This design comes from an exercise in tuning for small area, a short achievable clock period and few clock cycles on the open sky130 flow, not from production work.
RTL that was checked went through simulation tests only; none was proved equivalent to the original.
Function not checked in runs 2 and 3: the RTL went through the layout flow alone.

--- design/flow/config.mk ---
export PLATFORM = sky130hd
export DESIGN_NAME = MDU
export DESIGN_NICKNAME = MDU
export VERILOG_FILES = /design/flow/design.v
export SDC_FILE = /design/flow/constraint.sdc
export NUM_CORES = 4
export LEC_CHECK = 0
export CAP_MARGIN = 20
export CORE_MARGIN = 2
export CORE_UTILIZATION = 40
export SLEW_MARGIN = 20
--- design/flow/constraint.sdc ---
create_clock -name core_clock -period 100.0 [get_ports {clk}]
set_input_delay 20.0000 -clock core_clock [delete_from_list [all_inputs] [get_ports {clk}]]
set_output_delay 20.0000 -clock core_clock [all_outputs]
set_load 0.01 [all_outputs]
--- design/flow/design.v ---
module MDU (
	clk, rst_n,
	A, B, Op, C, D,
	ack, req
);
	input clk, rst_n;
	input  [0:32-1] 	A;
	input  [0:32-1] 	B;
	input  [0:3-1]  	Op;
	output [0:32-1] 	C;
	output [0:4-1]	D;
	input req;
	output ack;
	wire [31:0] a_in  = A;
	wire [31:0] b_in  = B;
	wire [2:0]  op_in = Op;
	reg        busy, first, fix, negd;
	reg [2:0]  cnt;
	reg        op_div, op_sgn, op_hi, op_u;
	reg        negq, qm1;
	reg [31:0] X, Q;
	reg [32:0] R;
	wire last  = (cnt == 3'd0);
	wire dneg  = op_sgn & X[31];
	wire [32:0] x33 = {op_sgn & X[31], X};
	wire [34:0] x1  = {{2{x33[32]}}, x33};
	wire [34:0] x2  = {x33[32], x33, 1'b0};
	reg  [31:0] neg_o;
	reg         nc;
	integer j;
	always @(*) begin
		nc = 1'b1;
		for (j = 0; j < 32; j = j + 1) begin
			neg_o[j] = ~Q[j] ^ nc;
			nc = nc & ~Q[j];
		end
	end
	wire        aneg   = first & op_div & op_sgn & Q[31] & ~negd;
	wire [31:0] T      = dneg ? ~X : X;
	function [2:0] lzb;   
		input [31:0] v;
		begin
			if (|v[31:24])      lzb = 3'd0;
			else if (|v[23:16]) lzb = 3'd1;
			else if (|v[15:8])  lzb = 3'd2;
			else if (|v[7:0])   lzb = 3'd3;
			else                lzb = 3'd4;
		end
	endfunction
	function [2:0] skipb;
		input [2:0] za, zt;
		begin
			case ({za, zt})
				6'o00: skipb = 3'd3; 6'o01: skipb = 3'd2; 6'o02: skipb = 3'd1; 6'o03: skipb = 3'd0; 6'o04: skipb = 3'd0;
				6'o10: skipb = 3'd4; 6'o11: skipb = 3'd3; 6'o12: skipb = 3'd2; 6'o13: skipb = 3'd1; 6'o14: skipb = 3'd0;
				6'o20: skipb = 3'd4; 6'o21: skipb = 3'd4; 6'o22: skipb = 3'd3; 6'o23: skipb = 3'd2; 6'o24: skipb = 3'd1;
				6'o30: skipb = 3'd4; 6'o31: skipb = 3'd4; 6'o32: skipb = 3'd4; 6'o33: skipb = 3'd3; 6'o34: skipb = 3'd2;
				default: skipb = 3'd4;
			endcase
		end
	endfunction
	wire [31:0] absA = Q;
	wire [2:0] lza = lzb(Q);
	wire [2:0] lzt = lzb(T);
	wire [2:0] sb = skipb(lza, lzt);
	wire       qzero = first & ~aneg & (sb == 3'd4);
	reg [32:0] r_prep;
	reg [31:0] q_prep;
	always @(*) begin
		case (sb[1:0])
			2'd0: begin r_prep = 33'd0;                 q_prep = absA; end
			2'd1: begin r_prep = {25'd0, absA[31:24]};  q_prep = {absA[23:0], 8'd0}; end
			2'd2: begin r_prep = {17'd0, absA[31:16]};  q_prep = {absA[15:0], 16'd0}; end
			default: begin r_prep = {9'd0, absA[31:8]}; q_prep = {absA[7:0], 24'd0}; end
		endcase
	end
	wire [32:0] r_in = first ? r_prep : R;
	wire [31:0] q_in = first ? q_prep : Q;
	function [34:0] bkadd;
		input [34:0] a, b;
		input        ci;
		reg [35:0] g, p, G, P;
		integer k, d;
		begin
			g[0] = ci;
			p[0] = 1'b0;
			for (k = 1; k < 36; k = k + 1) begin
				g[k] = a[k-1] & b[k-1];
				p[k] = a[k-1] ^ b[k-1];
			end
			G = g;
			P = p;
			for (d = 1; d < 36; d = d * 2)
				for (k = 2*d-1; k < 36; k = k + 2*d) begin
					G[k] = G[k] | (P[k] & G[k-d]);
					P[k] = P[k] & P[k-d];
				end
			for (d = 16; d >= 1; d = d / 2)
				for (k = 3*d-1; k < 36; k = k + 2*d) begin
					G[k] = G[k] | (P[k] & G[k-d]);
					P[k] = P[k] & P[k-d];
				end
			for (k = 0; k < 35; k = k + 1)
				bkadd[k] = p[k+1] ^ G[k];
		end
	endfunction
	wire [7:0] mb = (op_u & last) ? 8'd0 : Q[7:0];
	reg  [32:0] rrow;
	reg  [34:0] opa, opb;
	reg  [34:0] sum;
	reg  [3:0]  qb;
	reg  [7:0]  pl;
	reg         one, two, ng, blo;
	integer i;
	always @(*) begin
		rrow = r_in;
		qb = 4'd0;
		pl = 8'd0;
		for (i = 0; i < 4; i = i + 1) begin
			if (op_div) begin
				opa = {rrow[32], rrow, q_in[31-i]};
				one = 1'b1;
				two = 1'b0;
				ng  = ~(rrow[32] ^ dneg);
			end else begin
				opa = {{2{rrow[32]}}, rrow};
				blo = (i == 0) ? qm1 : mb[2*i-1];
				one = mb[2*i] ^ blo;
				two = (mb[2*i+1] & ~mb[2*i] & ~blo) | (~mb[2*i+1] & mb[2*i] & blo);
				ng  = mb[2*i+1];
			end
			opb = ({35{one}} & x1) | ({35{two}} & x2);
			sum = bkadd(opa, opb ^ {35{ng}}, ng);
			if (op_div) begin
				rrow = sum[32:0];
				qb[3-i] = ~sum[32];
			end else begin
				rrow = sum[34:2];
				pl[2*i +: 2] = sum[1:0];
			end
		end
	end
	reg [31:0] q_calc;
	always @(*) begin
		if (op_div) begin
			if (fix | aneg)
				q_calc = neg_o;
			else if (qzero)
				q_calc = 32'd0;
			else
				q_calc = {q_in[27:0], qb};
		end else if (last & op_hi)
			q_calc = op_u ? {rrow[23:0], pl} : rrow[31:0];
		else
			q_calc = {pl, Q[31:8]};
	end
	always @(posedge clk) begin
		if (req) begin
			X <= op_in[2] ? b_in : a_in;
			Q <= op_in[2] ? a_in : b_in;
			R <= 33'd0;
			qm1 <= 1'b0;
			op_div <= op_in[2];
			op_sgn <= (op_in == 3'd1) | (op_in == 3'd3) | (op_in == 3'd4);
			op_hi  <= (op_in == 3'd1) | (op_in == 3'd2);
			op_u   <= (op_in == 3'd2);
			cnt    <= (op_in == 3'd2) ? 3'd4 : 3'd3;
		end else begin
			Q <= q_calc;
			R <= rrow;
			qm1 <= Q[7];
			if (first & ~negd)
				negq <= op_sgn & (Q[31] ^ X[31]);
			if (first)
				cnt  <= {(2'd3 - sb[1:0]), 1'b0};
			else
				cnt <= cnt - 3'd1;
		end
	end
	always @(posedge clk or negedge rst_n) begin
		if (~rst_n) begin
			busy  <= 1'b0;
			first <= 1'b0;
			fix   <= 1'b0;
			negd  <= 1'b0;
		end else if (req) begin
			busy  <= 1'b1;
			first <= op_in[2];
			fix   <= 1'b0;
			negd  <= 1'b0;
		end else if (aneg) begin
			negd  <= 1'b1;
		end else begin
			first <= 1'b0;
			fix   <= 1'b0;
			if (first) begin
				if (qzero)
					busy <= 1'b0;
			end else if (fix)
				busy <= 1'b0;
			else if (last) begin
				if (op_div & negq)
					fix <= 1'b1;
				else
					busy <= 1'b0;
			end
		end
	end
	assign ack = ~busy;
	assign C = Q;
	wire eq = (Q == 32'd0);
	assign D = {1'b0, Q[31], ~Q[31] & ~eq, eq};
endmodule
--- design/flow/run.sh ---
#!/bin/bash
# synth_recipe.tcl (not shown) runs the flow's synth.tcl, then flattens the netlist and writes it again
# the make line also repeats each setting of config.mk as NAME=value (left out here)
make -C /OpenROAD-flow-scripts/flow DESIGN_CONFIG=/design/flow/config.mk WORK_HOME=/design/flow/orfs CLKGATE_MAP_FILE= SYNTH_SCRIPT=/design/flow/synth_recipe.tcl finish
==> results of run 1 <==
==> per-layer routing <==
layer / share of wire, % / vias up
met5: 0 / -
met4: 4.8 / 0
met3: 7.4 / 161
met2: 44 / 842
met1: 44 / 8526
li1: - / 8091
==> sequential cells by signal, summed over array words and instances (netlist names) <==
name	count
X	32
negd	1
op_sgn	1
qm1	1
busy	1
op_div	1
op_u	1
op_hi	1
negq	1
cnt	3
first	1
fix	1
Q	32
R	33
==> critical path, delay by kind of cell, from the launching register on <==
kind            cells  cell delay, ps
fa+ha+maj           9            3300
compound gates     50           10570
flops               1             590
buf+inv             5            1630
mux                 2             440
simple gates       19            4660
xor+xnor           10            2530
==> Yosys cell counts, drive strengths merged, types with 38 or more instances <==
master	count	area share, %
a211oi	57	2.5
a21o	66	2.7
a21oi	166	4.7
a22oi	135	5.6
buf	72	2.0
clkbuf	108	2.2
dfxtp	68	7.6
edfxtp	38	6.3
fa	68	7.6
ha	165	11
inv	171	3.6
mux2	58	3.6
mux2i	87	4.8
nand2	163	3.4
nor2	220	4.7
o21ai	106	3.0
xnor2	177	8.6
==> cells by family after synthesis <==
kind of cell	Yosys count	share of synthesized area (%)
AO/OA/AOI/OAI	684	25.91
adder cells (fa/ha/maj)	233	19.00
buffers and inverters	351	7.766
multiplexers	145	8.453
flip-flops	110	14.44
AND/OR/NAND/NOR	557	14.16
other	1	0.02080
XOR/XNOR	211	10.25
==> metrics by stage <==
| stage | setup slack [ps] | hold slack, ps | instances |
|---|---|---|---|
| 2_1_floorplan | 78470 | 490.3 | 2292 |
| 3_3_place_gp | 76470 | 507.0 | 2851 |
| 3_5_place_dp | 76490 | 523.0 | 2851 |
| 4_1_cts | 76380 | 541.6 | 2867 |
| 5_1_grt | 74650 | 583.9 | 2867 |
| 6_report | 75990 | 536.9 | 2867 |
==> layout make-up <==
| cell class | count | area (um^2) | area share (%) |
|---|---|---|---|
| Multi-Input combinational cell | 1831 | 14100 | 71.37 |
| Clock buffer | 9 | 225.2 | 1.140 |
| Tap cell | 592 | 740.7 | 3.748 |
| Sequential cell | 110 | 2603 | 13.17 |
| Clock inverter | 7 | 83.83 | 0.4242 |
| Timing Repair Buffer | 147 | 1359 | 6.876 |
| Inverter | 171 | 646.9 | 3.273 |
==> worst min path at each step <==
stage / slack (ps) / to / cells after the start
floorplan: 490 / cnt[0] / 2
detailed placement: 520 / cnt[0] / 2
CTS: 540 / cnt[0] / 2
global route: 580 / cnt[0] / 2
finish: 540 / cnt[0] / 2
global placement: 510 / cnt[0] / 2
==> results.rst, run 1 <==
.. list-table::
   :header-rows: 1

   * - Metric
     - Value
   * - Outcome
     - no timing/DRC/antenna violations
   * - Prevailing post-synth register cell
     - dfxtp_1
   * - Setup violations, final
     - 0
   * - Vias per cell
     - 6.146
   * - Peak-usage layer in the global routing report
     - met2
   * - Maximum number of pins on one net before global-route repair
     - 97
   * - Cell with the largest stage delay on the worst path
     - nor4_2
   * - Total of cells resized after clock tree synthesis
     - 0
   * - Post-CTS setup-driven buffer insertion count
     - 0
   * - Core Footprint
     - 44,320 um^2
   * - Post-synthesis sequential area ratio
     - 14.44%
   * - Source of the critical timing path
     - X[31]
   * - Clock-pin slew on the worst setup and hold paths
     - 90 ps
   * - Number of top-level pins
     - 107
   * - Worst slew margin relative to its limit
     - 28.33%
   * - Drt first-iter violations
     - 1,781
   * - Path depth of the worst reg2reg path
     - 95
   * - Filler Cells Inserted
     - 4,522
   * - Clock H-tree levels
     - 3
   * - Kind of end point of the critical path
     - flop
   * - GRT met1 Usage
     - 40.66%
   * - Tmin final
     - 24,010 ps
   * - Least-Margin Pin Slew
     - 1073 ps
   * - Initial Util
     - 40.68%
   * - IO Port Bufs
     - 105
   * - Reg-to-reg setup timing slack
     - 75,990 ps
   * - Setup skew after layout
     - 21.11 ps
   * - Total gr overflow
     - 0
   * - Setup crit start kind
     - flop
   * - Half-perimeter wire length of the detailed placement result
     - 53.36 mm
   * - Setup repair after global routing missed its margin
     - no
   * - Grt met2 use
     - 45.20%
   * - Width of the die
     - 216.3 um
   * - Required time at the worst-slack endpoint
     - 100,250 ps
   * - Share of final-layout standard cells stronger than drive strength 1
     - 7.385%
   * - Number of antenna violations at the first check in global routing
     - 0
   * - Max_cap viols
     - 0
   * - Final routed wirelength across all metal layers
     - 69.26 mm
   * - Antenna violation net count after detailed routing
     - 0
   * - Async set or reset register ratio after synthesis
     - 3.636%
   * - Overall die height
     - 216.3 um
   * - DRT Pass-1 Iters
     - 6
   * - Per-cell routed wire length
     - 24.16 um
   * - Cts bufs inserted
     - 9
   * - Hold violation total from the final report
     - 0
   * - Total routing usage reported by global routing
     - 29.17%
   * - Slowest stage delay, CP
     - 880 ps
   * - YS warnings
     - 1
   * - Max frequency
     - 41.64 MHz
   * - Accumulated negative setup slack
     - 0 ps
   * - Hold-fix buffer count after cts
     - 0
   * - Worst reg2reg path startpoint
     - X[31]
   * - Count of flip-flops with a built-in enable after synthesis
     - 38
   * - Wire length of the first global-routing pass
     - 104.9 mm
   * - Crit path kind
     - reg2reg
   * - Data arrival time at the worst-slack endpoint
     - 24,260 ps
   * - Clock sink total
     - 110
   * - Mapped Avg Cell Area
     - 7.866 um^2
   * - # diodes
     - 0
   * - Number of nets in the synthesized netlist
     - 2,595
   * - Max FO, Critical Path
     - 40
   * - Met3 Track Usage GR
     - 3.509%
   * - Net count reported at finish
     - 2,573
   * - Area after DPL
     - 19,450 um^2
   * - Post-synthesis sequential element count
     - 110
   * - Most frequent cells in the layout
     - nor2_1 (219), xnor2_1 (177), inv_1 (170), ha_1 (165), a21oi_1 (163)
   * - Root buffer cell
     - clkbuf_16
   * - Number of max-slew violations in the final report
     - 0
   * - Total via count in the routed design
     - 17,620
   * - Post-synth design cell area
     - 18,030 um^2
   * - Number of DRC violations after detailed routing
     - 0
   * - Final Cell Area
     - 19,760 um^2
   * - Worst setup path endpoint
     - Q[30]
   * - GP Congestion
     - 0.9908
   * - Clock latency on the worst-skew pair
     - 390 ps
   * - Hold WC Path Type
     - reg2reg
   * - Die Footprint
     - 46,790 um^2
   * - Most frequent standard cell in the layout excluding fill and tap cells
     - nor2_1
   * - Distinct cells, synth
     - 83
   * - Worst flop-to-flop path endpoint
     - Q[30]
   * - Start point of the worst hold path
     - cnt[0]
   * - Count of standard-cell rows
     - 77
   * - CTS tree
     - done
   * - Cell occurring most often along the worst timing path
     - xnor2_1
   * - Layout overhead on the synthesized area
     - 9.619%
   * - Final critical-path share of the clock period
     - 24.01%
   * - Via count of the first global-routing pass
     - 17,170
   * - Number of instances in the synthesized netlist
     - 2,292
   * - Final core area utilization
     - 44.59%
   * - Number of buffers on the longest clock path
     - 2
Testbench counts, summed over its fixed seeds: cycles 15,650.
==> inputs of run 2 (changes only) <==
--- a/design/flow/design.v
+++ b/design/flow/design.v
@@ -20,7 +20,11 @@
 	reg        negq, qm1;
 	reg [31:0] X, Q;
 	reg [32:0] R;
-	wire last  = (cnt == 3'd0);
+	wire last  = ~first & (cnt == 3'd0);
+	wire mj2 = bzr[3] & bzr[2] & ~Q[15] | op_sgn & bor[3] & bor[2] & Q[15];
+	wire mj5 = op_u & Q[31];
+	wire [2:0] mk = mj5 ? 3'd3 : {op_hi, mj2, 1'b0};
+	reg  [2:0] kreg;
 	wire dneg  = op_sgn & X[31];
 	wire [32:0] x33 = {op_sgn & X[31], X};
 	wire [34:0] x1  = {{2{x33[32]}}, x33};
@@ -36,6 +40,7 @@
 		end
 	end
 	wire        aneg   = first & op_div & op_sgn & Q[31] & ~negd;
+	wire        dfirst = first & op_div;
 	wire [31:0] T      = dneg ? ~X : X;
 	function [2:0] lzb;   
 		input [31:0] v;
@@ -59,11 +64,15 @@
 			endcase
 		end
 	endfunction
+	reg  [3:0] azr, aor, bzr, bor;
+	wire [3:0] alowz = {azr[2] & azr[1] & azr[0], azr[1] & azr[0], azr[0], 1'b1};
+	wire [3:0] az = negd ? ((alowz & azr) | (~alowz & aor)) : azr;
+	wire [3:0] tz = dneg ? bor : bzr;
+	wire [2:0] lza = ~az[3] ? 3'd0 : ~az[2] ? 3'd1 : ~az[1] ? 3'd2 : ~az[0] ? 3'd3 : 3'd4;
+	wire [2:0] lzt = ~tz[3] ? 3'd0 : ~tz[2] ? 3'd1 : ~tz[1] ? 3'd2 : ~tz[0] ? 3'd3 : 3'd4;
 	wire [31:0] absA = Q;
-	wire [2:0] lza = lzb(Q);
-	wire [2:0] lzt = lzb(T);
 	wire [2:0] sb = skipb(lza, lzt);
-	wire       qzero = first & ~aneg & (sb == 3'd4);
+	wire       qzero = dfirst & ~aneg & (sb == 3'd4);
 	reg [32:0] r_prep;
 	reg [31:0] q_prep;
 	always @(*) begin
@@ -74,8 +83,8 @@
 			default: begin r_prep = {9'd0, absA[31:8]}; q_prep = {absA[7:0], 24'd0}; end
 		endcase
 	end
-	wire [32:0] r_in = first ? r_prep : R;
-	wire [31:0] q_in = first ? q_prep : Q;
+	wire [32:0] r_in = dfirst ? r_prep : R;
+	wire [31:0] q_in = dfirst ? q_prep : Q;
 	function [34:0] bkadd;
 		input [34:0] a, b;
 		input        ci;
@@ -104,7 +113,7 @@
 				bkadd[k] = p[k+1] ^ G[k];
 		end
 	endfunction
-	wire [7:0] mb = (op_u & last) ? 8'd0 : Q[7:0];
+	wire [7:0] mb = (op_u & last & ~kreg[2]) ? 8'd0 : Q[7:0];
 	reg  [32:0] rrow;
 	reg  [34:0] opa, opb;
 	reg  [34:0] sum;
@@ -149,14 +158,26 @@
 				q_calc = 32'd0;
 			else
 				q_calc = {q_in[27:0], qb};
-		end else if (last & op_hi)
-			q_calc = op_u ? {rrow[23:0], pl} : rrow[31:0];
+		end else if (last)
+			case (kreg)
+				3'd2:    q_calc = {rrow[15:0], pl, Q[31:24]};
+				3'd3:    q_calc = {rrow[23:0], pl};
+				3'd4:    q_calc = rrow[31:0];
+				3'd6:    q_calc = {{16{rrow[32]}}, rrow[31:16]};
+				default: q_calc = {pl, Q[31:8]};
+			endcase
 		else
 			q_calc = {pl, Q[31:8]};
 	end
 	always @(posedge clk) begin
 		if (req) begin
 			X <= op_in[2] ? b_in : a_in;
+			for (j = 0; j < 4; j = j + 1) begin
+				azr[j] <= (a_in[8*j +: 8] == 8'h00);
+				aor[j] <= (a_in[8*j +: 8] == 8'hff);
+				bzr[j] <= (b_in[8*j +: 8] == 8'h00);
+				bor[j] <= (b_in[8*j +: 8] == 8'hff);
+			end
 			Q <= op_in[2] ? a_in : b_in;
 			R <= 33'd0;
 			qm1 <= 1'b0;
@@ -164,16 +185,16 @@
 			op_sgn <= (op_in == 3'd1) | (op_in == 3'd3) | (op_in == 3'd4);
 			op_hi  <= (op_in == 3'd1) | (op_in == 3'd2);
 			op_u   <= (op_in == 3'd2);
-			cnt    <= (op_in == 3'd2) ? 3'd4 : 3'd3;
 		end else begin
 			Q <= q_calc;
 			R <= rrow;
 			qm1 <= Q[7];
 			if (first & ~negd)
 				negq <= op_sgn & (Q[31] ^ X[31]);
-			if (first)
-				cnt  <= {(2'd3 - sb[1:0]), 1'b0};
-			else
+			if (first) begin
+				kreg <= mk;
+				cnt  <= op_div ? {(2'd3 - sb[1:0]), 1'b0} : mj2 ? 3'd0 : mj5 ? 3'd3 : 3'd2;
+			end else
 				cnt <= cnt - 3'd1;
 		end
 	end
@@ -185,7 +206,7 @@
 			negd  <= 1'b0;
 		end else if (req) begin
 			busy  <= 1'b1;
-			first <= op_in[2];
+			first <= 1'b1;
 			fix   <= 1'b0;
 			negd  <= 1'b0;
 		end else if (aneg) begin
@@ -193,7 +214,7 @@
 		end else begin
 			first <= 1'b0;
 			fix   <= 1'b0;
-			if (first) begin
+			if (dfirst) begin
 				if (qzero)
 					busy <= 1'b0;
 			end else if (fix)
==> design/flow/config.mk (replaced) <==
export PLATFORM = sky130hd
export DESIGN_NAME = MDU
export DESIGN_NICKNAME = MDU
export VERILOG_FILES = /design/flow/design.v
export SDC_FILE = /design/flow/constraint.sdc
export NUM_CORES = 4
export LEC_CHECK = 0
export CAP_MARGIN = 50
export CORE_MARGIN = 2
export CORE_UTILIZATION = 40
export SLEW_MARGIN = 75
==> results.rst, run 2 <==
.. list-table::
   :header-rows: 1

   * - Metric
     - Value
   * - Outcome
     - no timing/DRC/antenna violations (unchanged)
   * - Hold-fix buffer count after cts
     - 0 (unchanged)
   * - Tmin final
     - 22,630 ps (was 24,010 ps)
   * - Number of antenna violations at the first check in global routing
     - 2 (was 0)
   * - Final critical-path share of the clock period
     - 22.63% (was 24.01%)
   * - Die Footprint
     - 49,810 um^2 (was 46,790 um^2)
   * - Number of DRC violations after detailed routing
     - 0 (unchanged)
   * - Half-perimeter wire length of the detailed placement result
     - 69.28 mm (was 53.36 mm)
   * - Layout overhead on the synthesized area
     - 21.33% (was 9.619%)
   * - Final core area utilization
     - 49.04% (was 44.59%)
   * - Sequential cell area in the final layout
     - 3217 um^2 (was 2603 um^2)
   * - IO Port Bufs
     - 105 (unchanged)
   * - Count of standard-cell rows
     - 80 (was 77)
   * - Total of cells resized after clock tree synthesis
     - 0 (unchanged)
   * - Mapped Avg Cell Area
     - 7.837 um^2 (was 7.866 um^2)
   * - Total routing usage reported by global routing
     - 34.66% (was 29.17%)
   * - YS warnings
     - 1 (unchanged)
   * - Most instantiated cells after synthesis
     - nor2_1 (236), a21oi_1 (188), nand2_1 (174) (was nor2_1 (219), xnor2_1 (177), inv_1 (171))
   * - CTS tree
     - done (unchanged)
   * - Net count reported at finish
     - 2,831 (was 2,573)
   * - Cell with the largest stage delay on the worst path
     - clkdlybuf4s50_1 (was nor4_2)
   * - Wire length of the first global-routing pass
     - 129.2 mm (was 104.9 mm)
   * - Setup repair after global routing missed its margin
     - no (unchanged)
   * - Crit. path cell count
     - 7 (was 95)
   * - Multi-input combinational cell area
     - 15,840 um^2 (was 14,100 um^2)
   * - Number of nets in the synthesized netlist
     - 2,755 (was 2,595)
   * - Cts bufs inserted
     - 17 (was 9)
   * - Final instance count without filler cells
     - 3,156 (was 2,867)
   * - Post-synthesis sequential element count
     - 128 (was 110)
   * - Top cells by area in the synthesized netlist
     - ha_1 (11%), edfxtp_1 (9.2%), fa_1 (7.1%) (was ha_1 (11%), xnor2_1 (8.6%), dfxtp_1 (7.6%))
   * - Initial Util
     - 40.42% (was 40.68%)
   * - Number of max-slew violations in the final report
     - 0 (unchanged)
   * - Post-CTS setup-driven buffer insertion count
     - 0 (unchanged)
   * - Maximum number of pins on one net before global-route repair
     - 56 (was 97)
   * - Final routed wirelength across all metal layers
     - 87.86 mm (was 69.26 mm)
   * - Root buffer cell
     - clkbuf_16 (unchanged)
   * - Final Cell Area
     - 23,310 um^2 (was 19,760 um^2)
   * - Total via count in the routed design
     - 20,230 (was 17,620)
   * - Setup crit start kind
     - flop (unchanged)
   * - Share of the synthesized area in the top cell type
     - 10.74% (was 11.45%)
   * - Clock sink total
     - 128 (was 110)
   * - Most frequent cells in the layout
     - nor2_1 (221), a21oi_1 (174), nand2_1 (170), inv_1 (165), ha_1 (165) (was nor2_1 (219), xnor2_1 (177), inv_1 (170), ha_1 (165), a21oi_1 (163))
   * - Required time at the worst-slack endpoint
     - 80,000 ps (was 100,250 ps)
   * - Clock-pin slew on the worst setup and hold paths
     - 60 ps (was 90 ps)
   * - Path depth of the worst reg2reg path
     - 95 (unchanged)
   * - Slowest stage delay, CP
     - 570 ps (was 880 ps)
   * - Max frequency
     - 44.20 MHz (was 41.64 MHz)
   * - Most frequently used cell type in the post-synthesis netlist
     - nor2_1 (unchanged)
   * - Total gr overflow
     - 0 (unchanged)
   * - Drt first-iter violations
     - 2,260 (was 1,781)
   * - Async set or reset register ratio after synthesis
     - 3.125% (was 3.636%)
   * - Vias per cell
     - 6.409 (was 6.146)
   * - Width of the die
     - 223.2 um (was 216.3 um)
   * - Clock H-tree levels
     - 4 (was 3)
   * - Hold violation total from the final report
     - 0 (unchanged)
   * - Accumulated negative setup slack
     - 0 ps (unchanged)
   * - Number of instances in the synthesized netlist
     - 2,452 (was 2,292)
   * - Core Footprint
     - 47,550 um^2 (was 44,320 um^2)
   * - Area after DPL
     - 22,440 um^2 (was 19,450 um^2)
   * - Data arrival time at the worst-slack endpoint
     - 2630 ps (was 24,260 ps)
   * - Flip-flop count of the largest register after layout
     - 33 (unchanged)
   * - # diodes
     - 0 (unchanged)
   * - Distinct cells, synth
     - 88 (was 83)
   * - GP Congestion
     - 1.020 (was 0.9908)
   * - Hold WC Path Type
     - reg2reg (unchanged)
   * - Yosys top cell by area
     - ha_1 (unchanged)
   * - Family with the most delay on the worst path
     - buffers and inverters (was compound AO/OA/AOI/OAI gates)
   * - Filler Cells Inserted
     - 4,621 (was 4,522)
   * - Setup violations, final
     - 0 (unchanged)
   * - Critical path buffers and inverters
     - 3 (was 5)
   * - Cell total after placement
     - 3,116 (was 2,851)
   * - Kind of end point of the critical path
     - output port (was flop)
   * - Share of final-layout standard cells stronger than drive strength 1
     - 17.12% (was 7.385%)
   * - Overall die height
     - 223.2 um (was 216.3 um)
   * - Per-cell routed wire length
     - 27.84 um (was 24.16 um)
   * - Number of top-level pins
     - 107 (unchanged)
   * - Setup skew after layout
     - 13.32 ps (was 21.11 ps)
   * - Count of flip-flops with a built-in enable after synthesis
     - 59 (was 38)
   * - Max FO, Critical Path
     - 5 (was 40)
   * - Post-synthesis sequential area ratio
     - 16.51% (was 14.44%)
   * - Register name with the most flops
     - R (unchanged)
   * - Post-synth design cell area
     - 19,220 um^2 (was 18,030 um^2)
   * - Clock latency on the worst-skew pair
     - 450 ps (was 390 ps)
   * - Hold-critical path depth
     - 2 (unchanged)
   * - Most frequent standard cell in the layout excluding fill and tap cells
     - nor2_1 (unchanged)
   * - Prevailing post-synth register cell
     - dfxtp_1 (unchanged)
   * - CP Cell Sequence
     - buf_2 -> inv_1 -> ha_1 -> nor4b_1 -> nand4_1 -> nor2_1 -> clkdlybuf4s50_1
   * - Leading registers by flop count
     - R (33), Q (32), X (32) (unchanged)
   * - Crit path kind
     - reg2out (was reg2reg)
   * - DRT Pass-1 Iters
     - 5 (was 6)
   * - Antenna violation net count after detailed routing
     - 0 (unchanged)
   * - Via count of the first global-routing pass
     - 19,900 (was 17,170)
   * - Max_cap viols
     - 0 (unchanged)
   * - Number of buffers on the longest clock path
     - 2 (unchanged)
==> run 2: changes by cell type after synthesis, sizes merged, moves of 25 or more <==
cell / change
a211oi: -25
a22o: +36
a22oi: -43
buf: -28
clkbuf: +38
o22ai: +25
xnor2: -32
xor2: +30
==> run 2: path summary, 6_finish.rpt <==
kind	from	endpoint	slack, ps
max	Q[0]	D[3]	77370
min	negq	fix	600
max reg2reg	X[31]	Q[9]	79070
min reg2reg	negq	fix	600
max in group asynchronous	rst_n	negd	80040
min in group asynchronous	rst_n	first	19760
==> run 2: kinds of logic (layout without fill, tap and decap cells) <==
group           after synthesis  in the layout  synth area share, %
compound gates              772            772                27.18
simple gates                636            636                15.37
buf+inv                     358            447                7.175
fa+ha+maj                   233            233                17.83
xor+xnor                    209            209                9.526
flops                       128            128                16.51
mux                         115            115                6.388
other cells                   1              1              0.01952
==> run 2: cell type report <==
cell class,instances,share of cell area (%)
inverters,168,2.758
well taps,615,3.300
multi-input cells,1966,67.93
clock inverters,7,0.1878
flip-flops and latches,128,13.80
repair buffers,247,9.697
clock buffers,25,2.329
==> run 2: metal layers <==
| layer | GRT usage (%) | wire length [um] | up-vias |
|---|---|---|---|
| met4 | 17.41 | 4980 | 2 |
| met1 | 45.17 | 36070 | 9865 |
| li1 | - | - | 9009 |
| met5 | 0 | 13 | - |
| met3 | 5.492 | 7104 | 262 |
| met2 | 55.69 | 39700 | 1088 |
==> run 2: tightest hold or removal path, cell delays in order (launching register included) <==
cell	delay [ps]
edfxtp_1	390
nand4_1	100
a21oi_1	70
==> run 2: metrics by stage <==
stage	setup WS [ps]	hold slack [ps]
after floorplan	78450	502.7
after global placement	76960	574.9
after CTS	77450	589.8
after global routing	77320	615.2
after detailed placement	77540	579.3
final	77370	598.1
==> inputs of run 3 (changes only) <==
==> design/flow/config.mk (replaced) <==
export PLATFORM = sky130hd
export DESIGN_NAME = MDU
export DESIGN_NICKNAME = MDU
export VERILOG_FILES = /design/flow/design.v
export SDC_FILE = /design/flow/constraint.sdc
export NUM_CORES = 4
export LEC_CHECK = 0
export CAP_MARGIN = 20
export CORE_MARGIN = 2
export CORE_UTILIZATION = 40
export SLEW_MARGIN = 20
==> results.rst, run 3 <==
.. list-table::
   :header-rows: 1

   * - Metric
     - Value
   * - Register name with the most flops
     - R (unchanged)
   * - Distinct cells, synth
     - 88 (unchanged)
   * - Clock H-tree levels
     - 4 (unchanged)
   * - Max frequency
     - 43.43 MHz (was 44.20 MHz)
   * - Outcome
     - no timing/DRC/antenna violations (unchanged)
   * - Initial Util
     - 40.42% (unchanged)
   * - Post-synth design cell area
     - 19,220 um^2 (unchanged)
   * - Worst slew margin relative to its limit
     - 25.02%
   * - Tmin final
     - 23,030 ps (was 22,630 ps)
   * - Setup crit start kind
     - flop (unchanged)
   * - Overall die height
     - 223.2 um (unchanged)
   * - Most frequent standard cell in the layout excluding fill and tap cells
     - nor2_1 (unchanged)
   * - Clock latency on the worst-skew pair
     - 450 ps (about the same)
   * - Max_cap viols
     - 0 (unchanged)
   * - Die Footprint
     - 49,810 um^2 (unchanged)
   * - Root buffer cell
     - clkbuf_16 (unchanged)
   * - Core Footprint
     - 47,550 um^2 (unchanged)
   * - Top cells by area in the synthesized netlist
     - ha_1 (11%), edfxtp_1 (9.2%), fa_1 (7.1%) (unchanged)
   * - Accumulated negative setup slack
     - 0 ps (unchanged)
   * - Share of final-layout standard cells stronger than drive strength 1
     - 7.084% (was 17.12%)
   * - Post-CTS setup-driven buffer insertion count
     - 0 (unchanged)
   * - Final critical-path share of the clock period
     - 23.03% (was 22.63%)
   * - Required time at the worst-slack endpoint
     - 100,300 ps (was 80,000 ps)
   * - Post-synthesis sequential element count
     - 128 (unchanged)
   * - Setup violations, final
     - 0 (unchanged)
   * - GP Congestion
     - 1.020 (unchanged)
   * - # diodes
     - 0 (unchanged)
   * - Count of standard-cell rows
     - 80 (unchanged)
   * - Count of flip-flops with a built-in enable after synthesis
     - 59 (unchanged)
   * - Most frequently used cell type in the post-synthesis netlist
     - nor2_1 (unchanged)
   * - Drt first-iter violations
     - 2,307 (was 2,260)
   * - Mapped Avg Cell Area
     - 7.837 um^2 (unchanged)
   * - Half-perimeter wire length of the detailed placement result
     - 67.02 mm (was 69.28 mm)
   * - Total gr overflow
     - 0 (unchanged)
   * - Antenna violation net count after detailed routing
     - 0 (unchanged)
   * - Number of max-slew violations in the final report
     - 0 (unchanged)
   * - Hold WC Path Type
     - reg2reg (unchanged)
   * - Wire length of the first global-routing pass
     - 126.5 mm (was 129.2 mm)
   * - Layout overhead on the synthesized area
     - 10.91% (was 21.33%)
   * - Most frequent cells in the layout
     - nor2_1 (236), a21oi_1 (188), nand2_1 (174), inv_1 (167), ha_1 (165) (was nor2_1 (221), a21oi_1 (174), nand2_1 (170), inv_1 (165), ha_1 (165))
   * - Least-Margin Pin Slew
     - 1111 ps
   * - Slowest stage delay, CP
     - 980 ps (was 570 ps)
   * - Per-cell routed wire length
     - 28.20 um (was 27.84 um)
   * - Post-synthesis sequential area ratio
     - 16.51% (unchanged)
   * - IO Port Bufs
     - 105 (unchanged)
   * - Clock-pin slew on the worst setup and hold paths
     - 60 ps (about the same)
   * - Final routed wirelength across all metal layers
     - 86.21 mm (was 87.86 mm)
   * - Setup repair after global routing missed its margin
     - no (unchanged)
   * - Max FO, Critical Path
     - 34 (was 5)
   * - Net count reported at finish
     - 2,732 (was 2,831)
   * - DRT Pass-1 Iters
     - 6 (was 5)
   * - Flip-flop count of the largest register after layout
     - 33 (unchanged)
   * - Data arrival time at the worst-slack endpoint
     - 23,320 ps (was 2630 ps)
   * - Maximum number of pins on one net before global-route repair
     - 140 (was 56)
   * - Via count of the first global-routing pass
     - 19,450 (was 19,900)
   * - Async set or reset register ratio after synthesis
     - 3.125% (unchanged)
   * - Number of antenna violations at the first check in global routing
     - 1 (was 2)
   * - Setup skew after layout
     - 6.969 ps (was 13.32 ps)
   * - Cell with the largest stage delay on the worst path
     - o311ai_0 (was clkdlybuf4s50_1)
   * - Leading registers by flop count
     - R (33), Q (32), X (32) (unchanged)
   * - Yosys top cell by area
     - ha_1 (unchanged)
   * - Hold-fix buffer count after cts
     - 0 (unchanged)
   * - Total routing usage reported by global routing
     - 34.20% (was 34.66%)
   * - Clock sink total
     - 128 (unchanged)
   * - Crit path kind
     - reg2reg (was reg2out)
   * - Cts bufs inserted
     - 17 (unchanged)
   * - Number of top-level pins
     - 107 (unchanged)
   * - Number of instances in the synthesized netlist
     - 2,452 (unchanged)
   * - CTS tree
     - done (unchanged)
   * - Number of nets in the synthesized netlist
     - 2,755 (unchanged)
   * - Number of DRC violations after detailed routing
     - 0 (unchanged)
   * - Number of buffers on the longest clock path
     - 2 (unchanged)
   * - Total via count in the routed design
     - 19,640 (was 20,230)
   * - Final instance count without filler cells
     - 3,057 (was 3,156)
   * - Most instantiated cells after synthesis
     - nor2_1 (236), a21oi_1 (188), nand2_1 (174) (unchanged)
   * - YS warnings
     - 1 (unchanged)
   * - Total of cells resized after clock tree synthesis
     - 0 (unchanged)
   * - Width of the die
     - 223.2 um (unchanged)
   * - Hold violation total from the final report
     - 0 (unchanged)
   * - Prevailing post-synth register cell
     - dfxtp_1 (unchanged)
   * - Vias per cell
     - 6.424 (was 6.409)
   * - Share of the synthesized area in the top cell type
     - 10.74% (unchanged)
   * - Cell total after placement
     - 3,025 (was 3,116)
   * - Kind of end point of the critical path
     - flop (was output port)
-- run 3: cell types whose count changed in the layout (fill, tap and decap cells not counted), sizes merged --
| cell | previous run | this run |
|---|---|---|
| inv | 170 | 168 |
| clkdlybuf4s15 | 1 | 0 |
| clkdlybuf4s50 | 106 | 103 |
| buf | 137 | 45 |
| clkdlybuf4s18 | 1 | 0 |
| clkbuf | 27 | 22 |
| clkinvlp | 1 | 3 |
| bufinv | 0 | 3 |
-- run 3: kinds of logic after synthesis --
family,after synthesis,synth area share (%)
adder cells (fa/ha/maj),233,17.83
buffers and inverters,358,7.175
other,1,0.01952
AND/OR/NAND/NOR,636,15.37
multiplexers,115,6.388
AO/OA/AOI/OAI,772,27.18
flip-flops,128,16.51
XOR/XNOR,209,9.526
-- run 3: critical path, delay by kind of cell (launching register included) --
family                   cells  cell delay (ps)
XOR/XNOR                     9             1650
AND/OR/NAND/NOR             13             2810
buffers and inverters        9             2500
adder cells (fa/ha/maj)      9             3010
flip-flops                   1              670
multiplexers                 1              290
AO/OA/AOI/OAI               43            11760
-- run 3: cell type report --
type | count | area [um^2]
clock buffers | 22 | 464.2
clock inverters | 10 | 135.1
fillers | 4747 | 26230
inverters | 168 | 633.1
multi-input cells | 1966 | 14760
flip-flops and latches | 128 | 3173
well taps | 615 | 769.5
repair buffers | 148 | 1379
-- run 3: metrics by stage --
step / setup WS [ps] / hold slack (ps) / instance area, um^2 / util (%)
2_1_floorplan: 78450 / 502.7 / 19220 / -
3_3_place_gp: 76960 / 574.9 / 20710 / 43.57
3_5_place_dp: 76960 / 577.7 / 20710 / 43.57
4_1_cts: 77380 / 587.2 / 21310 / 44.83
5_1_grt: 75870 / 624.0 / 21310 / 44.83
6_report: 76970 / 595.8 / 21310 / 44.83
-- run 3: path summary, 6_finish.rpt --
check / start / endpoint / slack (ps) / cells past startpoint
worst max-delay path: X[31] / Q[5] / 76970 / 84
min in group asynchronous: rst_n / busy / 19760 / 1
max in group asynchronous: rst_n / first / 80050 / 1
worst min register to register: fix / fix / 600 / 2
worst min-delay path: fix / fix / 600 / 2
worst max register to register: X[31] / Q[5] / 76970 / 84
-- run 3: routing by layer --
layer	part of all wire, %	global-route usage [%]
met5	0.017	0
met2	44	53.99
met4	6.2	18.45
met3	8.7	6.901
met1	41	43.91
==> inputs of run 4 (changes only) <==
--- a/design/flow/design.v
+++ b/design/flow/design.v
@@ -67,7 +67,8 @@
 	reg  [3:0] azr, aor, bzr, bor;
 	wire [3:0] alowz = {azr[2] & azr[1] & azr[0], azr[1] & azr[0], azr[0], 1'b1};
 	wire [3:0] az = negd ? ((alowz & azr) | (~alowz & aor)) : azr;
-	wire [3:0] tz = dneg ? bor : bzr;
+	reg  [3:0] tzr;
+	wire [3:0] tz = tzr;
 	wire [2:0] lza = ~az[3] ? 3'd0 : ~az[2] ? 3'd1 : ~az[1] ? 3'd2 : ~az[0] ? 3'd3 : 3'd4;
 	wire [2:0] lzt = ~tz[3] ? 3'd0 : ~tz[2] ? 3'd1 : ~tz[1] ? 3'd2 : ~tz[0] ? 3'd3 : 3'd4;
 	wire [31:0] absA = Q;
@@ -85,34 +86,6 @@
 	end
 	wire [32:0] r_in = dfirst ? r_prep : R;
 	wire [31:0] q_in = dfirst ? q_prep : Q;
-	function [34:0] bkadd;
-		input [34:0] a, b;
-		input        ci;
-		reg [35:0] g, p, G, P;
-		integer k, d;
-		begin
-			g[0] = ci;
-			p[0] = 1'b0;
-			for (k = 1; k < 36; k = k + 1) begin
-				g[k] = a[k-1] & b[k-1];
-				p[k] = a[k-1] ^ b[k-1];
-			end
-			G = g;
-			P = p;
-			for (d = 1; d < 36; d = d * 2)
-				for (k = 2*d-1; k < 36; k = k + 2*d) begin
-					G[k] = G[k] | (P[k] & G[k-d]);
-					P[k] = P[k] & P[k-d];
-				end
-			for (d = 16; d >= 1; d = d / 2)
-				for (k = 3*d-1; k < 36; k = k + 2*d) begin
-					G[k] = G[k] | (P[k] & G[k-d]);
-					P[k] = P[k] & P[k-d];
-				end
-			for (k = 0; k < 35; k = k + 1)
-				bkadd[k] = p[k+1] ^ G[k];
-		end
-	endfunction
 	wire [7:0] mb = (op_u & last & ~kreg[2]) ? 8'd0 : Q[7:0];
 	reg  [32:0] rrow;
 	reg  [34:0] opa, opb;
@@ -139,7 +112,7 @@
 				ng  = mb[2*i+1];
 			end
 			opb = ({35{one}} & x1) | ({35{two}} & x2);
-			sum = bkadd(opa, opb ^ {35{ng}}, ng);
+			sum = opa + (opb ^ {35{ng}}) + ng;
 			if (op_div) begin
 				rrow = sum[32:0];
 				qb[3-i] = ~sum[32];
@@ -177,6 +150,7 @@
 				aor[j] <= (a_in[8*j +: 8] == 8'hff);
 				bzr[j] <= (b_in[8*j +: 8] == 8'h00);
 				bor[j] <= (b_in[8*j +: 8] == 8'hff);
+				tzr[j] <= (b_in[8*j +: 8] == {8{(op_in == 3'd4) & b_in[31]}});
 			end
 			Q <= op_in[2] ? a_in : b_in;
 			R <= 33'd0;
==> results.rst, run 4 <==
.. list-table::
   :header-rows: 1

   * - Metric
     - Value
   * - Outcome
     - no timing/DRC/antenna violations (unchanged)
   * - Per-cell routed wire length
     - 28.10 um (was 28.20 um)
   * - Path depth of the worst reg2reg path
     - 61 (was 84)
   * - Most frequently used cell type in the post-synthesis netlist
     - nand2_1 (was nor2_1)
   * - Met2 WL post-DR
     - 41.74 mm (was 38.28 mm)
   * - Count of standard-cell rows
     - 83 (was 80)
   * - Clock sink total
     - 128 (unchanged)
   * - Most frequent cells in the layout
     - nand2_1 (250), a21oi_1 (207), nor2_1 (204), ha_1 (169), o21ai_0 (158) (was nor2_1 (236), a21oi_1 (188), nand2_1 (174), inv_1 (167), ha_1 (165))
   * - Max frequency
     - 44.26 MHz (was 43.43 MHz)
   * - Worst slew margin relative to its limit
     - 20.38% (was 25.02%)
   * - Vias per cell
     - 6.556 (was 6.424)
   * - Count of flip-flops with a built-in enable after synthesis
     - 59 (unchanged)
   * - Total of cells resized after clock tree synthesis
     - 0 (unchanged)
   * - Layout overhead on the synthesized area
     - 10.51% (was 10.91%)
   * - # diodes
     - 0 (unchanged)
   * - Share of final-layout standard cells stronger than drive strength 1
     - 8.079% (was 7.084%)
   * - Register name with the most flops
     - R (unchanged)
   * - Max_cap viols
     - 0 (unchanged)
   * - Drt first-iter violations
     - 2,664 (was 2,307)
   * - Cell total after placement
     - 3,371 (was 3,025)
   * - Tmin final
     - 22,590 ps (was 23,030 ps)
   * - Prevailing post-synth register cell
     - dfxtp_1 (unchanged)
   * - Clock H-tree levels
     - 4 (unchanged)
   * - Hold WC Path Type
     - reg2reg (unchanged)
   * - Post-CTS setup-driven buffer insertion count
     - 0 (unchanged)
   * - Width of the die
     - 230.8 um (was 223.2 um)
   * - Antenna violation net count after detailed routing
     - 0 (unchanged)
   * - Highest layer used for signal routing
     - met5 (unchanged)
   * - Yosys top cell by area
     - ha_1 (unchanged)
   * - Number of antenna violations at the first check in global routing
     - 3 (was 1)
   * - Setup violations, final
     - 0 (unchanged)
   * - Kind of end point of the critical path
     - output port (was flop)
   * - Setup skew after layout
     - 10.23 ps (was 6.969 ps)
   * - Async set or reset register ratio after synthesis
     - 3.125% (unchanged)
   * - Maximum number of pins on one net before global-route repair
     - 99 (was 140)
   * - Most instantiated cells after synthesis
     - nand2_1 (250), a21oi_1 (208), nor2_1 (207) (was nor2_1 (236), a21oi_1 (188), nand2_1 (174))
   * - Setup repair after global routing missed its margin
     - no (unchanged)
   * - Overall die height
     - 230.8 um (was 223.2 um)
   * - DRT Pass-1 Iters
     - 8 (was 6)
   * - Initial Util
     - 40.26% (was 40.42%)
   * - Sequential cell area in the final layout
     - 3173 um^2 (unchanged)
   * - Number of top-level pins
     - 107 (unchanged)
   * - Half-perimeter wire length of the detailed placement result
     - 74.93 mm (was 67.02 mm)
   * - Clock-pin slew on the worst setup and hold paths
     - 70 ps (was 60 ps)
   * - Distinct cells, synth
     - 101 (was 88)
   * - Total gr overflow
     - 0 (unchanged)
   * - Wire length of the first global-routing pass
     - 139.8 mm (was 126.5 mm)
   * - Net count reported at finish
     - 2,953 (was 2,732)
   * - Least-Margin Pin Slew
     - 1164 ps (was 1111 ps)
   * - Top cells by area in the synthesized netlist
     - ha_1 (10%), edfxtp_1 (8.6%), xnor2_1 (6.5%) (was ha_1 (11%), edfxtp_1 (9.2%), fa_1 (7.1%))
   * - Length of routed wiring on met1
     - 41.31 mm (was 35.04 mm)
   * - Filler Cells Inserted
     - 5,240 (was 4,747)
   * - Number of buffers on the longest clock path
     - 2 (unchanged)
   * - Total via count in the routed design
     - 22,310 (was 19,640)
   * - YS warnings
     - 1 (unchanged)
   * - Crit path kind
     - reg2out (was reg2reg)
   * - Root buffer cell
     - clkbuf_16 (unchanged)
   * - Required time at the worst-slack endpoint
     - 80,000 ps (was 100,300 ps)
   * - Flip-flop count of the largest register after layout
     - 33 (unchanged)
   * - Mapped Avg Cell Area
     - 7.507 um^2 (was 7.837 um^2)
   * - Via count of the first global-routing pass
     - 20,990 (was 19,450)
   * - Hold violation total from the final report
     - 0 (unchanged)
   * - Number of instances in the synthesized netlist
     - 2,740 (was 2,452)
   * - Leading registers by flop count
     - R (33), Q (32), X (32) (unchanged)
   * - Post-synthesis sequential element count
     - 128 (unchanged)
   * - IO Port Bufs
     - 105 (unchanged)
   * - Final critical-path share of the clock period
     - 22.59% (was 23.03%)
   * - Met3 WL
     - 8.238 mm (was 7.524 mm)
   * - Worst setup path endpoint
     - D[3] (was Q[5])
   * - Reg-to-reg setup timing slack
     - 79,000 ps (was 76,970 ps)
   * - Post-synth design cell area
     - 20,570 um^2 (was 19,220 um^2)
   * - Hold-fix buffer count after cts
     - 0 (unchanged)
   * - Source of the critical timing path
     - Q[0] (was X[31])
   * - Die Footprint
     - 53,250 um^2 (was 49,810 um^2)
   * - Data arrival time at the worst-slack endpoint
     - 2590 ps (was 23,320 ps)
   * - Final routed wirelength across all metal layers
     - 95.64 mm (was 86.21 mm)
   * - GP Congestion
     - 1.056 (was 1.020)
   * - Share of the synthesized area in the top cell type
     - 10.28% (was 10.74%)
   * - Multi-input combinational cell area
     - 16,290 um^2 (was 14,760 um^2)
   * - Clock latency on the worst-skew pair
     - 440 ps (was 450 ps)
   * - Number of DRC violations after detailed routing
     - 0 (unchanged)
   * - Total routing usage reported by global routing
     - 34.92% (was 34.20%)
   * - Worst reg2reg path startpoint
     - negd (was X[31])
   * - Most frequent standard cell in the layout excluding fill and tap cells
     - nand2_1 (was nor2_1)
   * - Core Footprint
     - 51,090 um^2 (was 47,550 um^2)
   * - Worst flop-to-flop path endpoint
     - Q[14] (was Q[5])
   * - Final instance count without filler cells
     - 3,403 (was 3,057)
   * - Setup crit start kind
     - flop (unchanged)
   * - Number of max-slew violations in the final report
     - 0 (unchanged)
   * - Number of nets in the synthesized netlist
     - 2,983 (was 2,755)
   * - Post-synthesis sequential area ratio
     - 15.43% (was 16.51%)
   * - Max FO, Critical Path
     - 7 (was 34)
   * - CTS tree
     - done (unchanged)
   * - Cts bufs inserted
     - 17 (unchanged)
   * - Accumulated negative setup slack
     - 0 ps (unchanged)
## run 4: cell count changes after synthesis, sizes merged, moves of 46 or more
cell	previous run	this run
inv	168	99
a22o	57	11
fa	68	4
o21ai	129	179
xor2	64	112
nand2	175	251
## run 4: area by class of cell
| cell class | instances | share of cell area, % |
|---|---|---|
| multi-input cells | 2310 | 71.68 |
| well taps | 680 | 3.743 |
| clock inverters | 15 | 0.8532 |
| flip-flops and latches | 128 | 13.96 |
| repair buffers | 153 | 6.231 |
| clock buffers | 17 | 1.872 |
| inverters | 100 | 1.662 |
## run 4: worst max-delay path: stages, from the launching register on
cell,delay [ps]
edfxtp_1,570
inv_1,190
ha_1,190
nor4b_1,250
nand4_1,110
nor2_1,240
clkdlybuf4s50_1,600
## run 4: worst min-delay path by stage
stage,startpoint,end,slack [ps],cells past startpoint
2_1_floorplan,busy,busy,450,1
4_1_cts,fix,fix,580,2
3_3_place_gp,fix,fix,550,2
5_1_grt,busy,busy,580,1
3_5_place_dp,fix,fix,570,2
6_report,fix,fix,580,2
## run 4: per-layer routing
metal  GRT usage, %  vias up
met4          14.44        4
met5              0        -
li1               -    10130
met1          47.79    10820
met2          54.20     1161
met3          5.768      203
## run 4: cells by family after synthesis
family          count (synthesis)  share of synthesized area [%]
compound gates                973                          32.00
mux                           149                          7.835
buf+inv                       302                          5.633
simple gates                  750                          17.18
fa+ha+maj                     173                          10.67
xor+xnor                      264                          11.24
flops                         128                          15.43
other cells                     1                        0.01823
## run 4: metrics by stage
stage	setup slack, ps	utilization, %	hold slack, ps	instance area (um^2)
floorplan	78230	-	449.8	20570
global placement	77320	43.28	546.0	22110
detailed placement	77330	43.28	569.0	22110
CTS	77440	44.49	579.4	22730
global route	77370	44.49	583.6	22730
finish	77410	44.49	578.7	22730
Testbench counts of run 4, summed over its fixed seeds: cycles 14,443.
==> inputs of run 5 (changes only) <==
--- a/design/flow/design.v
+++ b/design/flow/design.v
@@ -17,7 +17,7 @@
 	reg        busy, first, fix, negd;
 	reg [2:0]  cnt;
 	reg        op_div, op_sgn, op_hi, op_u;
-	reg        negq, qm1;
+	reg        negq, qm1, eq_r;
 	reg [31:0] X, Q;
 	reg [32:0] R;
 	wire last  = ~first & (cnt == 3'd0);
@@ -143,7 +143,7 @@
 			q_calc = {pl, Q[31:8]};
 	end
 	always @(posedge clk) begin
-		if (req) begin
+		if (~busy) begin
 			X <= op_in[2] ? b_in : a_in;
 			for (j = 0; j < 4; j = j + 1) begin
 				azr[j] <= (a_in[8*j +: 8] == 8'h00);
@@ -163,6 +163,7 @@
 			Q <= q_calc;
 			R <= rrow;
 			qm1 <= Q[7];
+			eq_r <= (q_calc == 32'd0);
 			if (first & ~negd)
 				negq <= op_sgn & (Q[31] ^ X[31]);
 			if (first) begin
@@ -172,37 +173,32 @@
 				cnt <= cnt - 3'd1;
 		end
 	end
+	wire done   = ~aneg & (qzero | fix | (last & ~(op_div & negq)));
+	wire busy_n = busy ? ~done : req;
+	reg ack_r;
 	always @(posedge clk or negedge rst_n) begin
 		if (~rst_n) begin
 			busy  <= 1'b0;
+			ack_r <= 1'b1;
 			first <= 1'b0;
 			fix   <= 1'b0;
 			negd  <= 1'b0;
-		end else if (req) begin
-			busy  <= 1'b1;
-			first <= 1'b1;
-			fix   <= 1'b0;
-			negd  <= 1'b0;
-		end else if (aneg) begin
-			negd  <= 1'b1;
 		end else begin
-			first <= 1'b0;
-			fix   <= 1'b0;
-			if (dfirst) begin
-				if (qzero)
-					busy <= 1'b0;
-			end else if (fix)
-				busy <= 1'b0;
-			else if (last) begin
-				if (op_div & negq)
-					fix <= 1'b1;
-				else
-					busy <= 1'b0;
-			end
-		end
-	end
-	assign ack = ~busy;
+			busy  <= busy_n;
+			ack_r <= ~busy_n;
+			if (~busy) begin
+				first <= 1'b1;
+				fix   <= 1'b0;
+				negd  <= 1'b0;
+			end else if (aneg) begin
+				negd  <= 1'b1;
+			end else begin
+				first <= 1'b0;
+				fix   <= ~dfirst & ~fix & last & op_div & negq;
+			end
+		end
+	end
+	assign ack = ack_r;
 	assign C = Q;
-	wire eq = (Q == 32'd0);
-	assign D = {1'b0, Q[31], ~Q[31] & ~eq, eq};
+	assign D = {1'b0, Q[31], ~Q[31] & ~eq_r, eq_r};
 endmodule
==> results.rst, run 5 <==
.. list-table::
   :header-rows: 1

   * - Metric
     - Value
   * - Crit path kind
     - reg2out (unchanged)
   * - Final routed wirelength across all metal layers
     - 96.47 mm (was 95.64 mm)
   * - Core Footprint
     - 51,510 um^2 (was 51,090 um^2)
   * - Flip-flop count of the largest register after layout
     - 33 (unchanged)
   * - Critical path buffers and inverters
     - 1 (was 2)
   * - Per-cell routed wire length
     - 27.85 um (was 28.10 um)
   * - Initial Util
     - 40.65% (was 40.26%)
   * - Family with the most delay on the worst path
     - flip-flops (was buffers and inverters)
   * - Number of nets in the synthesized netlist
     - 3,045 (was 2,983)
   * - Die Footprint
     - 54,190 um^2 (was 53,250 um^2)
   * - IO Port Bufs
     - 105 (unchanged)
   * - Least-Margin Pin Slew
     - 1143 ps (was 1164 ps)
   * - Total gr overflow
     - 0 (unchanged)
   * - Half-perimeter wire length of the detailed placement result
     - 75.39 mm (was 74.93 mm)
   * - Most instantiated cells after synthesis
     - nand2_1 (262), a21oi_1 (231), nor2_1 (231) (was nand2_1 (250), a21oi_1 (208), nor2_1 (207))
   * - Number of max-slew violations in the final report
     - 0 (unchanged)
   * - Final critical-path share of the clock period
     - 21.93% (was 22.59%)
   * - Async set or reset register ratio after synthesis
     - 3.846% (was 3.125%)
   * - Setup violations, final
     - 0 (unchanged)
   * - Post-CTS setup-driven buffer insertion count
     - 0 (unchanged)
   * - Net count reported at finish
     - 3,014 (was 2,953)
   * - Worst slew margin relative to its limit
     - 23.63% (was 20.38%)
   * - Drt first-iter violations
     - 2,751 (was 2,664)
   * - GP Congestion
     - 1.023 (was 1.056)
   * - Number of antenna violations at the first check in global routing
     - 2 (was 3)
   * - DRT Pass-1 Iters
     - 8 (unchanged)
   * - Data arrival time at the worst-slack endpoint
     - 1930 ps (was 2590 ps)
   * - Max_cap viols
     - 0 (unchanged)
   * - Hold WC Path Type
     - reg2reg (unchanged)
   * - Total routing usage reported by global routing
     - 34.73% (was 34.92%)
   * - Leading registers by flop count
     - R (33), Q (32), X (32) (unchanged)
   * - Worst path setup slack after routing
     - 78,070 ps (was 77,410 ps)
   * - Prevailing post-synth register cell
     - dfxtp_1 (unchanged)
   * - Number of top-level pins
     - 107 (unchanged)
   * - Setup crit start kind
     - flop (unchanged)
   * - Root buffer cell
     - clkbuf_16 (unchanged)
   * - Setup skew after layout
     - 8.905 ps (was 10.23 ps)
   * - Maximum number of pins on one net before global-route repair
     - 156 (was 99)
   * - Clock-pin slew on the worst setup and hold paths
     - 70 ps (about the same)
   * - Share of the synthesized area in the top cell type
     - 10.10% (was 10.28%)
   * - Total via count in the routed design
     - 22,700 (was 22,310)
   * - Register name with the most flops
     - R (unchanged)
   * - Number of instances in the synthesized netlist
     - 2,802 (was 2,740)
   * - Worst-case setup slack after placement
     - 78,030 ps (was 77,330 ps)
   * - Count of flip-flops with a built-in enable after synthesis
     - 59 (unchanged)
   * - Overall die height
     - 232.8 um (was 230.8 um)
   * - Mapped Avg Cell Area
     - 7.472 um^2 (was 7.507 um^2)
   * - Share of final-layout standard cells stronger than drive strength 1
     - 8.082% (was 8.079%)
   * - Reg-to-reg setup timing slack
     - 79,880 ps (was 79,000 ps)
   * - Distinct cells, synth
     - 109 (was 101)
   * - # diodes
     - 0 (unchanged)
   * - Clock latency on the worst-skew pair
     - 440 ps (about the same)
   * - Tmin final
     - 21,930 ps (was 22,590 ps)
   * - Via count of the first global-routing pass
     - 21,240 (was 20,990)
   * - Count of standard-cell rows
     - 83 (unchanged)
   * - Total of cells resized after clock tree synthesis
     - 0 (unchanged)
   * - Slowest stage delay, CP
     - 810 ps (was 600 ps)
   * - Max frequency
     - 45.60 MHz (was 44.26 MHz)
   * - Post-synth design cell area
     - 20,940 um^2 (was 20,570 um^2)
   * - Vias per cell
     - 6.554 (was 6.556)
   * - Accumulated negative setup slack
     - 0 ps (unchanged)
   * - Setup repair after global routing missed its margin
     - no (unchanged)
   * - Clock H-tree levels
     - 4 (unchanged)
   * - Cell with the largest stage delay on the worst path
     - dfxtp_1 (was clkdlybuf4s50_1)
   * - CTS tree
     - done (unchanged)
   * - Hold-fix buffer count after cts
     - 0 (unchanged)
   * - Number of DRC violations after detailed routing
     - 0 (unchanged)
   * - Post-synthesis sequential element count
     - 130 (was 128)
   * - Antenna violation net count after detailed routing
     - 0 (unchanged)
   * - Outcome
     - no timing/DRC/antenna violations (unchanged)
   * - Yosys top cell by area
     - ha_1 (unchanged)
   * - Kind of end point of the critical path
     - output port (unchanged)
   * - CP Cell Sequence
     - clkdlybuf4s50_1 (was inv_1 -> ha_1 -> nor4b_1 -> nand4_1 -> nor2_1 -> clkdlybuf4s50_1)
   * - Wire length of the first global-routing pass
     - 139.5 mm (was 139.8 mm)
   * - Final Cell Area
     - 23,080 um^2 (was 22,730 um^2)
   * - Hold violation total from the final report
     - 0 (unchanged)
   * - Cts bufs inserted
     - 17 (unchanged)
   * - Layout overhead on the synthesized area
     - 10.26% (was 10.51%)
   * - Post-synthesis sequential area ratio
     - 15.38% (was 15.43%)
   * - Number of buffers on the longest clock path
     - 2 (unchanged)
   * - Most frequent standard cell in the layout excluding fill and tap cells
     - nand2_1 (unchanged)
   * - Most frequently used cell type in the post-synthesis netlist
     - nand2_1 (unchanged)
   * - Worst hold-check slack
     - 582.9 ps (was 578.7 ps)
   * - Most frequent cells in the layout
     - nand2_1 (261), a21oi_1 (230), nor2_1 (228), ha_1 (169), xnor2_1 (146) (was nand2_1 (250), a21oi_1 (207), nor2_1 (204), ha_1 (169), o21ai_0 (158))
   * - Area after DPL
     - 22,470 um^2 (was 22,110 um^2)
   * - Width of the die
     - 232.8 um (was 230.8 um)
   * - YS warnings
     - 1 (unchanged)
   * - Top cells by area in the synthesized netlist
     - ha_1 (10%), edfxtp_1 (8.5%), dfxtp_1 (6.3%) (was ha_1 (10%), edfxtp_1 (8.6%), xnor2_1 (6.5%))
   * - Max FO, Critical Path
     - 12 (was 7)
   * - Required time at the worst-slack endpoint
     - 80,000 ps (about the same)
   * - Clock sink total
     - 130 (was 128)
run 5: changes by cell type in the layout (fill, tap and decap cells not counted), sizes merged, moves of 9 or more:
cell   delta
o21ai    -31
nor2     +22
mux2     -12
a21o     -29
nor2b    +21
a21oi    +26
mux2i    -15
nor4      -9
nor3      -9
and2     +18
nand2    +11
run 5: worst paths after layout:
| kind | start | endpoint | cells past startpoint |
|---|---|---|---|
| worst min register to register | cnt[0] | cnt[0] | 1 |
| min in group asynchronous | rst_n | first | 1 |
| worst min-delay path | cnt[0] | cnt[0] | 1 |
| worst max register to register | tzr[0] | eq_r | 61 |
| max in group asynchronous | rst_n | ack_r | 1 |
| worst max-delay path | Q[1] | C[30] | 1 |
run 5: per-stage QoR:
stage / std cells / utilization (%)
6_report: 3464 / 44.81
4_1_cts: 3464 / 44.80
3_5_place_dp: 3432 / 43.63
2_1_floorplan: 2802 / -
3_3_place_gp: 3432 / 43.63
5_1_grt: 3464 / 44.81
run 5: cells by family (layout without fill, tap and decap cells):
logic type,count (synthesis),after routing,synth area share [%]
compound gates,982,982,32.34
xor+xnor,256,256,10.81
fa+ha+maj,173,173,10.48
buf+inv,304,286,5.540
flops,130,130,15.38
mux,122,122,6.317
other cells,1,1,0.01791
simple gates,834,834,19.11
run 5: layout make-up:
class                           instances  area (um^2)
Tap cell                              680        850.8
Clock inverter                         15        181.4
Timing Repair Buffer                  154         1429
Inverter                              100        379.1
Sequential cell                       130         3221
Clock buffer                           17        425.4
Multi-Input combinational cell       2368        16600
Fill cell                            5251        28430
run 5: per-layer routing:
metal	global-route usage, %	wire [um]
met2	53.22	41730
met3	5.907	8598
met1	46.87	40740
met4	17.30	5379
met5	0	15
Testbench counts of run 5, summed over its fixed seeds: cycles 14,443.

what the ideal ports hide:
In the flow no input, the clock included, has a driving cell. The finished layouts below were timed again as built, in two steps. Step 1 assumes that a clkbuf_16 drives the clock port and a buf_2 every other input. Step 2 times the ports against the registers' clock, not the clock port: input delays grow and output delays shrink by t, the midpoint of the rising clock arrivals with the driver on. Three values: ideal ports, drivers, drivers and shift; two values: the first two.
run	t, ns	slack for setup (ns)	hold WS [ns]	worst setup path after step 2	slew at the worst register clock pin (ns)
run 1	0.425	75.987 / 75.986 / 75.986	0.537 / 0.537 / 0.537	register to register	0.09 / 0.09
run 2	0.491	77.374 / 77.327 / 77.465	0.598 / 0.598 / 0.598	input to register	0.07 / 0.07
run 3	0.493	76.975 / 76.975 / 76.851	0.596 / 0.596 / 0.596	input to register	0.06 / 0.06
run 4	0.491	77.407 / 77.354 / 77.258	0.579 / 0.579 / 0.579	input to register	0.08 / 0.08
run 5	0.484	78.069 / 78.018 / 78.027	0.583 / 0.583 / 0.583	input to register	0.07 / 0.07
After both steps every run listed still meets setup and hold. The setup slack of run 4, which loses most, moves by -0.053 ns with the drivers and by -0.149 ns with both steps.
